Context: an optimization exercise on an open-source flow, tuned for small area. The choices shown serve that exercise and are no tape-out recipe.
Function was checked by simulation only, so behaviour that the tests miss may differ from the original.
No activity file was given, so power comes from the tool's default toggle rates.

== old ==
==> flow/design.v <==
`default_nettype none
module violet_top
  (
    input wire i_clk,
    input wire rst,
    input wire [15:0] leds,
    input wire [15:0] display,
    output wire [15:0] buttons,
    input wire uart_rx,
    output wire uart_tx
  );
  violet_core #(.BAUD_DIV(25000000 / 9600)) u_vio(i_clk, rst, leds, display, buttons, uart_rx, uart_tx);
endmodule
module violet_core #(parameter BAUD_DIV = 2604)
  (
    input wire i_clk,
    input wire rst,
    input wire [15:0] leds,
    input wire [15:0] display,
    output reg [15:0] buttons,
    input wire uart_rx,
    output wire uart_tx
  );
  function [11:0] lfsr_step(input [11:0] s);
    lfsr_step = {s[10:0], ~(s[11] ^ s[10])};
  endfunction
  function [11:0] lfsr_after(input integer n);
    integer i;
    begin
      lfsr_after = 12'd0;
      for (i = 0; i < n; i = i + 1)
        lfsr_after = lfsr_step(lfsr_after);
    end
  endfunction
  localparam [11:0] T_MASK = 12'b101010101010;
  localparam RX_HALF = (BAUD_DIV / 16) * 8;
  localparam [11:0] RX_MID = lfsr_after(RX_HALF - 1);
  localparam [11:0] RX_END = lfsr_after(2 * RX_HALF - 1);
  localparam [11:0] TX_END = lfsr_after(BAUD_DIV - 1);
  reg rx_d, rx_s;
  always @(posedge i_clk) begin
    rx_d <= uart_rx;
    rx_s <= rst | rx_d;
  end
  reg [11:0] rx_tr;     
  wire [11:0] rx_t = rx_tr ^ T_MASK;
  reg [10:0] rx_sh;
  reg [7:0]  rx_data;   
  reg        rx_avail, rx_err;
  wire       rx_ack;
  wire rx_first = rx_sh[9:0] == 10'd0;         
  wire rx_idle  = rx_first && !rx_sh[10];
  wire rx_mid   = rx_t == RX_MID;
  wire rx_end   = rx_t == RX_END;
  wire rx_bad   = rx_first && rx_sh[10] && rx_mid && rx_s;   
  wire rx_done  = rx_end && rx_sh[0];           
  wire rx_clr   = rst || rx_bad || rx_done;
  wire rx_shift = rx_idle ? !rx_s : rx_mid;
  always @(posedge i_clk) begin
    if (rx_idle || rx_end)
      rx_tr <= T_MASK;
    else
      rx_tr <= lfsr_step(rx_t) ^ T_MASK;
    if (rx_clr || rx_shift)
      rx_sh <= {rx_idle | rx_s, rx_sh[10:1]} & {11{!rx_clr}};
    if (rx_done && !rx_err && rx_sh[10])
      rx_data <= rx_sh[9:2];
    if (rst || (rx_idle && rx_ack))
      rx_avail <= 1'b0;
    else if (rx_done && !rx_err && rx_sh[10])
      rx_avail <= 1'b1;
    if (rst || (rx_idle && rx_ack))
      rx_err <= 1'b0;
    else if (rx_bad || (rx_done && !rx_sh[10]))
      rx_err <= 1'b1;
  end
  reg [2:0]  dst;
  reg [1:0]  cls;         
  reg [15:0] cmd_data;
  assign rx_ack = dst[2];
  wire cmd_en = dst == 3'b010;
  wire d_read = !dst[2] && rx_avail;
  always @(posedge i_clk) begin
    if (d_read && !dst[0])
      cls <= rx_data[7:2] == 6'd0 ? rx_data[1:0] : 2'b00;
    if (d_read && dst[0])
      cmd_data <= {rx_data, cmd_data[15:8]};
    if (rst)
      dst <= 3'b000;
    else if (dst[2])
      dst <= {1'b0, dst[0], !dst[1]};
    else
      dst <= {rx_avail, dst[1] & dst[0], dst[0]};
  end
  localparam V_IDLE = 3'b000, V_REQ = 3'b011, V_TX1 = 3'b010, V_W1 = 3'b110,
             V_W2 = 3'b100;
  reg [2:0]  vst;
  reg [15:0] out;
  wire       tx_idle;
  wire v_free = vst == V_IDLE || (vst == V_W2 && tx_idle);
  wire accept = cmd_en && cls[0] && v_free;
  wire tx_go  = (vst == V_W1 || vst == V_W2) && tx_idle;
  always @(posedge i_clk) begin
    if (rst)
      buttons <= 16'd0;
    else if (cmd_en && cls == 2'b10)
      buttons <= cmd_data;
    if (accept)
      out <= cls[1] ? display : leds;
    else if (vst == V_W1 && tx_idle)
      out[7:0] <= out[15:8];
    if (rst)
      vst <= V_IDLE;
    else if (accept)
      vst <= V_REQ;
    else
      case (vst)
        V_REQ: vst <= V_TX1;
        V_TX1: vst <= V_W1;
        V_W1:  if (tx_idle) vst <= V_W2;
        V_W2:  if (tx_idle) vst <= V_IDLE;
        default: vst <= V_IDLE;
      endcase
  end
  reg [9:0]  tsh;
  reg [11:0] tx_tr;
  wire [11:0] tx_t = tx_tr ^ T_MASK;
  assign tx_idle = tsh == 10'd0;
  assign uart_tx = tsh[0] | tx_idle;
  wire tx_end = tx_t == TX_END;
  always @(posedge i_clk) begin
    if (tx_go || tx_end)
      tx_tr <= T_MASK;
    else
      tx_tr <= lfsr_step(tx_t) ^ T_MASK;
    if (rst)
      tsh <= 10'd0;
    else if (tx_go)
      tsh <= {1'b1, out[7:0], 1'b0};
    else if (tx_end)
      tsh <= tsh >> 1;
  end
endmodule
Settings: LEC_CHECK=0, CAP_MARGIN=0, CORE_MARGIN=2, CORE_UTILIZATION=40, SLEW_MARGIN=0; clock period 10.0 ns.
standard.sh (not shown) runs the stock make flow with config.mk's settings and CLKGATE_MAP_FILE= SYNTH_SCRIPT=/design/flow/synth_recipe.tcl, a recipe that flattens the netlist after the stock synthesis.
==> flow/flow/run.sh <==
#!/bin/bash
# Standard ORFS layout with three changes:
#  - synthesis maps the logic with an area-oriented ABC script (flow/area.abc);
#    everything else in synthesis, registers included, is the standard one
#  - port buffers are the smallest buffer cell
#  - the clock tree uses small buffers and no dummy loads
# make's full output goes to flow.log; ORFS keeps each step's log under orfs/logs.
set -euo pipefail
export MY_ABC_SCRIPT=$PWD/flow/area.abc
bash standard.sh \
  "SYNTH_SCRIPT=$PWD/flow/synth.tcl" \
  "BUFFER_PORTS_ARGS=-buffer_cell sky130_fd_sc_hd__buf_1" \
  "CTS_ARGS=-sink_clustering_enable -repair_clock_nets -buf_list sky130_fd_sc_hd__clkbuf_4 -sink_clustering_size 30 -sink_clustering_max_diameter 100 -dont_use_dummy_load" \
  finish > flow.log 2>&1
==> flow/flow/area.abc <==
strash
dc2
dch -f
amap
topo
dnsize -c
==> flow/flow/synth.tcl <==
proc synth {args} { yosys synth -nofsm -noshare {*}$args }
proc abc {args} {
  set i [lsearch -exact $args -script]
  if {$i >= 0 && [info exists ::env(MY_ABC_SCRIPT)]} { lset args [expr {$i + 1}] $::env(MY_ABC_SCRIPT) }
  yosys abc {*}$args
}
source $::env(SCRIPTS_DIR)/synth.tcl
# left out here: clear keep_hierarchy, flatten, clean up, hide names made inside functions, write 1_2_yosys.v
> inputs changed (old -> new)
diff --git a/flow/design.v b/flow/design.v
--- a/flow/design.v
+++ b/flow/design.v
@@ -20,11 +20,11 @@
     output reg [15:0] buttons,
     input wire uart_rx,
     output wire uart_tx
   );
   function [11:0] lfsr_step(input [11:0] s);
-    lfsr_step = {s[10:0], ~(s[11] ^ s[10])};
+    lfsr_step = {s[10:0], ~(s[11] ^ s[0])};
   endfunction
   function [11:0] lfsr_after(input integer n);
     integer i;
     begin
       lfsr_after = 12'd0;
==> results.txt <==
- As of new, wire length had fallen slightly compared to old.
- Compared with old, new shows a total power of the final layout that is 0.31% lower.
- Taking old as the reference, in new per-instance average area after synthesis lower; worst-case setup margin in the final layout lower; initial cell density of the core higher.
- Compared with old, new shows a synthesized netlist net count that is about 1.2% lower.
- Cmp new and old / flop-to-flop setup slack / lower: old
- Comparing new and old, the lower sequential share of layout area is on old.
- [diff] synthesized area, new relative to old: improvement
- Between new and old, the max-capacitance violation count does not differ in any meaningful way.
- Higher critical path depth goes to new over old.
- Taking old as the reference point, the vertical die dimension of new falls by 0.62 µm.
- new: design area lower than old

[what the ideal ports hide]
How much do the figures lean on ideal ports? The routed layouts below were timed once more, with nothing changed but the port constraints. Step 1 assumes that a clkbuf_16 drives the clock port and a buf_2 every other input. Step 2 adds t to the input delays and takes it off the output delays; t is the mean of the earliest and latest rising clock arrival at the registers after step 1. Input paths then give back, and output paths get back, about the clock's delay inside the block. a / b / c = no drivers / after step 1 / after step 2; a / b = the first two.
run	t, ns	setup slack, ns	hold slack, ns	latest minus earliest clock arrival (ns)	slew at the worst register clock pin (ns)
old	0.487	5.867 / 5.850 / 5.380	0.383 / 0.383 / 0.383	0.025 / 0.026	0.10 / 0.10
new	0.496	5.808 / 5.811 / 5.314	0.369 / 0.369 / 0.369	0.046 / 0.045	0.11 / 0.11
After both steps every run listed still meets setup and hold. The setup slack of new, which loses most, moves by +0.003 ns with the drivers and by -0.494 ns with both steps.
